Context: an optimization exercise on an open-source flow, tuned for small area. The choices shown serve that exercise and are no tape-out recipe.
At most, simulation tests tie the RTL to the original design; equivalence was not proved.
Power is estimated from default activity; no workload was simulated.

## top
module top (
    input        clk,
    input        reset,
    input        button_start,
    input        button_clear,
    input        button_difficulity,
    input        button_hammer,
    input  [4:0] swith,
    output [4:0] LED,
    output [6:0] seg,
    output [3:0] digit_select
);
Size in the first run: roughly 540 cells after synthesis, roughly 27 I/O pins, ~0.0061 mm^2 of cells after synthesis.
clock: 10.0 ns
lec_check: 0
cap_margin: 20
core_margin: 2
core_utilization: 40
slew_margin: 20
run.sh (not shown) runs the stock make flow with config.mk's settings and CLKGATE_MAP_FILE= SYNTH_SCRIPT=/design/flow/synth_recipe.tcl, a recipe that flattens the netlist after the stock synthesis.
The baseline passed the timing, DRC and antenna checks.
Then changed:
- ABC_AREA: not set -> 1
What happened: The changed run finished with timing, DRC and antenna clean; synthesized cell count rises by 26%; maximum frequency went up by 2.7%; total power decreases by 7.7%; clock power went down by about 2%; combinational power decreases by 74%.

========
The RTL this note starts from:
==> flow/design.v <==
module wam_debounce (
    input      clk,
    input      reset,
    input      raw,
    output reg pulse
);
    reg       s0, s1, lvl, lvl_d;
    reg [3:0] cnt;
    wire      diff = s1 ^ lvl;
    always @(posedge clk or posedge reset) begin
        if (reset) begin
            s0    <= 1'b0;
            s1    <= 1'b0;
            lvl   <= 1'b0;
            lvl_d <= 1'b0;
            pulse <= 1'b0;
            cnt   <= 4'd0;
        end else begin
            s0    <= raw;
            s1    <= s0;
            lvl_d <= lvl;
            pulse <= lvl & ~lvl_d;
            cnt   <= diff ? cnt + 4'd1 : 4'd0;
            lvl   <= lvl ^ (diff & (&cnt));
        end
    end
endmodule
module top (
    input        clk,
    input        reset,
    input        button_start,
    input        button_clear,
    input        button_difficulity,
    input        button_hammer,
    input  [4:0] swith,
    output [4:0] LED,
    output [6:0] seg,
    output [3:0] digit_select
);
    wire start_p, clear_p, diff_p, hammer_p;
    wam_debounce u_db_start (.clk(clk), .reset(reset), .raw(button_start),       .pulse(start_p));
    wam_debounce u_db_clear (.clk(clk), .reset(reset), .raw(button_clear),       .pulse(clear_p));
    wam_debounce u_db_diff  (.clk(clk), .reset(reset), .raw(button_difficulity), .pulse(diff_p));
    wam_debounce u_db_ham   (.clk(clk), .reset(reset), .raw(button_hammer),      .pulse(hammer_p));
    reg [1:0] dl;
    always @(posedge clk or posedge reset) begin
        if (reset)       dl <= 2'd0;
        else if (diff_p) dl <= {dl[0], ~dl[1] & ~dl[0]};
    end
    reg  [9:0] R;
    wire [9:0] R_inc = R + 10'd1;
    wire       R_wrap = R[9] & R[8] & (&R[4:0]);
    always @(posedge clk or posedge reset) begin
        if (reset) R <= 10'd4;
        else       R <= R_wrap ? 10'd0 : R_inc;
    end
    wire       tick     = (R == 10'd203) || (R == 10'd603);
    wire [1:0] sel      = R[4:3];
    wire [1:0] sel_next = R_inc[4:3];
    localparam [1:0] S_IDLE = 2'd0, S_CD = 2'd1, S_PLAY = 2'd2, S_GO = 2'd3;
    reg [1:0] state, prev;
    reg [1:0] diff_reg;
    reg       clr_cd, clr_gt, clr_sc;
    reg [2:0] c5;           
    reg [1:0] rt;           
    reg [3:0] ro;           
    reg [7:0] score;
    wire en_cd   = (prev == S_CD);
    wire E       = (prev == S_PLAY);
    wire cd_done = (c5 == 3'd0);
    wire gt_done = (rt == 2'd0) && (ro == 4'd0);
    reg [1:0] nstate;
    always @(*) begin
        nstate = state;
        case (state)
            S_IDLE: if (start_p) nstate = S_CD;
            S_CD:   if (cd_done) nstate = S_PLAY;
            S_PLAY: if (gt_done) nstate = S_GO; else if (start_p) nstate = S_CD;
            S_GO:   if (start_p) nstate = S_CD;
        endcase
    end
    always @(posedge clk or posedge reset) begin
        if (reset) begin
            state    <= S_IDLE;
            prev     <= S_IDLE;
            diff_reg <= 2'd0;
            clr_cd   <= 1'b1;
            clr_gt   <= 1'b1;
            clr_sc   <= 1'b1;
        end else begin
            state <= nstate;
            prev  <= state;
            if ((state == S_IDLE || state == S_GO) && diff_p)
                diff_reg <= dl;
            case (state)
                S_IDLE: begin
                    clr_cd <= 1'b1; clr_gt <= 1'b1; clr_sc <= 1'b1;
                end
                S_CD: begin
                    clr_cd <= (prev != S_CD) | start_p;
                    clr_gt <= 1'b1; clr_sc <= 1'b1;
                end
                S_PLAY: begin
                    clr_cd <= start_p;
                    clr_gt <= (prev != S_PLAY) | clear_p | start_p;
                    clr_sc <= clear_p | start_p;
                end
                default: begin
                    clr_cd <= 1'b0;
                    clr_gt <= clear_p;
                    clr_sc <= clear_p;
                end
            endcase
        end
    end
    always @(posedge clk or posedge reset) begin
        if (reset) begin
            c5 <= 3'd5;
            rt <= 2'd3;
            ro <= 4'd0;
        end else begin
            if (clr_cd)             c5 <= 3'd5;
            else if (tick & en_cd)  c5 <= c5 - 3'd1;
            if (clr_gt) begin
                rt <= 2'd3;
                ro <= 4'd0;
            end else if (tick & E) begin
                if (ro == 4'd0) begin
                    ro <= 4'd9;
                    rt <= rt - 2'd1;
                end else begin
                    ro <= ro - 4'd1;
                end
            end
        end
    end
    reg [15:0] lfsr;
    reg [2:0]  rn;
    wire fb = lfsr[15] ^ lfsr[13] ^ lfsr[12] ^ lfsr[10];
    always @(posedge clk or posedge reset) begin
        if (reset) begin
            lfsr <= 16'hACE1;
            rn   <= 3'd0;
        end else begin
            lfsr <= {lfsr[14:0], fb};
            if (E) rn <= lfsr[2:0];
        end
    end
    reg [4:0] rn_led;
    always @(*) begin
        case (rn)
            3'd0: rn_led = 5'b00001;
            3'd1: rn_led = 5'b00010;
            3'd2, 3'd5: rn_led = 5'b00100;
            3'd3, 3'd6: rn_led = 5'b01000;
            default: rn_led = 5'b10000;
        endcase
    end
    reg [4:0]  mole_led;
    reg [4:0]  sw_prev, sed;
    reg        hv;
    reg [10:0] v;
    wire has = |mole_led;
    reg lim_hi;    
    always @(*) begin
        case (diff_reg)
            2'd0:    lim_hi = v[10] & v[7] & v[5] & v[4];    
            2'd1:    lim_hi = v[9] & v[8] & v[5];            
            default: lim_hi = v[8] & v[7] & v[4];            
        endcase
    end
    wire at_lim = lim_hi & ~v[0];
    wire to     = lim_hi & v[0];
    wire load   = ~has | to;
    wire [4:0] led_n = ~E ? 5'd0 : load ? rn_led : hv ? 5'd0 : mole_led;
    always @(posedge clk or posedge reset) begin
        if (reset) begin
            mole_led <= 5'd0;
            sw_prev  <= 5'd0;
            sed      <= 5'd0;
            hv       <= 1'b0;
            v        <= 11'd0;
        end else begin
            mole_led <= led_n;
            sw_prev  <= swith;
            sed      <= (hammer_p | ~has) ? 5'd0 : sed | (mole_led & (swith ^ sw_prev));
            hv       <= hammer_p & |(sed & mole_led & led_n);
            v        <= (~E | (load & ~at_lim)) ? 11'd0 : v + 11'd1;
        end
    end
    wire hit = E & ~has & ~clr_gt;
    always @(posedge clk or posedge reset) begin
        if (reset) begin
            score <= 8'd0;
        end else if (clr_sc) begin
            score <= 8'd0;
        end else if (hit & (score != 8'h99)) begin
            if (score[3:0] == 4'd9) score <= {score[7:4] + 4'd1, 4'd0};
            else                    score[3:0] <= score[3:0] + 4'd1;
        end
    end
    assign LED = mole_led;
    reg [3:0] nr;
    reg [3:0] nib_n;
    always @(*) begin
        case (sel_next)
            2'd0: nib_n = (state == S_PLAY) ? ro : 4'd0;
            2'd1: nib_n = (state == S_PLAY) ? {2'd0, rt} : 4'd0;
            2'd2: case (state)
                      S_IDLE:  nib_n = {2'd0, diff_reg};
                      S_CD:    nib_n = {1'b0, c5};
                      default: nib_n = score[3:0];
                  endcase
            default: nib_n = state[1] ? score[7:4] : 4'd0;
        endcase
    end
    always @(posedge clk or posedge reset) begin
        if (reset) nr <= 4'd0;
        else       nr <= nib_n;
    end
    reg [3:0] an;
    always @(*) begin
        case (sel)
            2'd0:    an = 4'b1110;
            2'd1:    an = 4'b1101;
            2'd2:    an = 4'b1011;
            default: an = 4'b0111;
        endcase
    end
    reg [6:0] sg;
    always @(*) begin
        case (nr)
            4'd0: sg = 7'b1000000;
            4'd1: sg = 7'b1111001;
            4'd2: sg = 7'b0100100;
            4'd3: sg = 7'b0110000;
            4'd4: sg = 7'b0011001;
            4'd5: sg = 7'b0010010;
            4'd6: sg = 7'b0000010;
            4'd7: sg = 7'b1111000;
            4'd8: sg = 7'b0000000;
            4'd9: sg = 7'b0010000;
            default: sg = 7'b1111111;
        endcase
    end
    assign seg = sg;
    assign digit_select = an;
endmodule
==> flow/config.mk <==
export PLATFORM = sky130hd
export DESIGN_NAME = top
export DESIGN_NICKNAME = top
export VERILOG_FILES = /design/flow/design.v
export SDC_FILE = /design/flow/constraint.sdc
export NUM_CORES = 4
export LEC_CHECK = 0
export CAP_MARGIN = 20
export CORE_MARGIN = 2
export CORE_UTILIZATION = 70
export CTS_BUF_LIST = sky130_fd_sc_hd__clkbuf_4
export CTS_CLUSTER_SIZE = 30
export SLEW_MARGIN = 20
==> flow/constraint.sdc <==
create_clock -name core_clock -period 10.0 [get_ports {clk}]
set_input_delay 2.0000 -clock core_clock [delete_from_list [all_inputs] [get_ports {clk}]]
set_output_delay 2.0000 -clock core_clock [all_outputs]
set_load 0.01 [all_outputs]
The baseline passed the timing, DRC and antenna checks.
Edit:
Settings changed: CORE_UTILIZATION 70 to 40, CTS_BUF_LIST sky130_fd_sc_hd__clkbuf_4 to not set, CTS_CLUSTER_SIZE 30 to not set.
=> Worst setup slack gains 0.086 ns. Total power increases by 37%. Final area increases by 7.7%.
Edit:
Settings changed: CORE_UTILIZATION 40 to 60, CTS_BUF_LIST set to sky130_fd_sc_hd__clkbuf_4, CTS_CLUSTER_SIZE set to 16.
Sequential share of layout area grows by 3.5 points; setup slack loses 0.18 ns; non-clock buffer count does not change; register-to-register slack gains 0.03 ns; combinational power grows by about 1%.
Edit:
==> flow/flow/run.sh (new file) <==
#!/bin/bash
set -euo pipefail
cd "$(dirname "$0")/.."
cp config.mk config_own.mk
cat >> config_own.mk <<'EOC'
export BUFFER_PORTS_ARGS = -buffer_cell sky130_fd_sc_hd__buf_1
export CTS_ARGS = -sink_clustering_enable -repair_clock_nets -buf_list sky130_fd_sc_hd__clkbuf_8 -dont_use_dummy_load
EOC
sed "s#DESIGN_CONFIG=[^ ]*#DESIGN_CONFIG=$PWD/config_own.mk#" standard.sh > standard_own.sh
bash standard_own.sh > flow_standard.log 2>&1
==> flow/standard.sh (new file) <==
#!/bin/bash
# synth_recipe.tcl (not shown) runs the flow's synth.tcl, then flattens the netlist and writes it again
# the make line also repeats each setting of config.mk as NAME=value (left out here)
make -C /OpenROAD-flow-scripts/flow DESIGN_CONFIG=/design/flow/config.mk WORK_HOME=/design/flow/orfs CLKGATE_MAP_FILE= SYNTH_SCRIPT=/design/flow/synth_recipe.tcl "${@:-finish}"
Settings changed: CORE_UTILIZATION 60 to 70, CTS_BUF_LIST sky130_fd_sc_hd__clkbuf_4 to sky130_fd_sc_hd__clkbuf_8, CTS_CLUSTER_SIZE 16 to 30.
removed: flow/run.sh
The changed run finished clean; register-to-register slack got worse by 0.05 ns; non-clock buffer count is unchanged; worst setup slack is better by 0.56 ns; fmax grows by 15%; clock skew rose by 0.0054 ns; first-iteration DRC count increases by 13%; routed wire length increases by 2.3%; worst hold slack got worse by 0.015 ns; cell area is lower by 3.2%; sequential power barely changes.
Function was not checked in any run of this note: the RTL went through the layout flow alone.

==> afterwards: timing with drivers on the ports <==
The results above use ideal ports. As a check the final layouts listed here were re-extracted and re-timed, cells and wires unchanged. Step 1, drivers: a clkbuf_16 drives clk and a buf_2 each remaining input, both assumed. Step 2 moves the port delays by t, midway between the first and last clock arrival at a register: inputs arrive t later, outputs are due t later. That takes back most of the time a late clock gives input paths. Slacks: no drivers / after step 1 / after step 2; pairs: no drivers / after step 1.
| run | t, ns | setup slack, ns | clock arrival spread, ns | pins driven straight from the clock port |
|---|---|---|---|---|
| the first run of note 1 | 0.449 | 5.079 / 5.037 / 5.486 | 0.008 / 0.008 | 1 |
| the second run of note 1 | 0.453 | 5.210 / 5.171 / 5.624 | 0.008 / 0.008 | 1 |
| the first run of note 2 | 0.518 | 5.767 / 5.737 / 6.255 | 0.021 / 0.021 | 1 |
| the second run of note 2 | 0.448 | 5.854 / 5.813 / 6.261 | 0.006 / 0.006 | 1 |
| the third run of note 2 | 0.531 | 5.673 / 5.643 / 6.174 | 0.022 / 0.022 | 1 |
| the fourth run of note 2 | 0.446 | 6.234 / 6.200 / 6.586 | 0.030 / 0.029 | 1 |
After both steps every run listed still meets setup and hold. The worst setup slack also covers recovery checks on asynchronous resets.
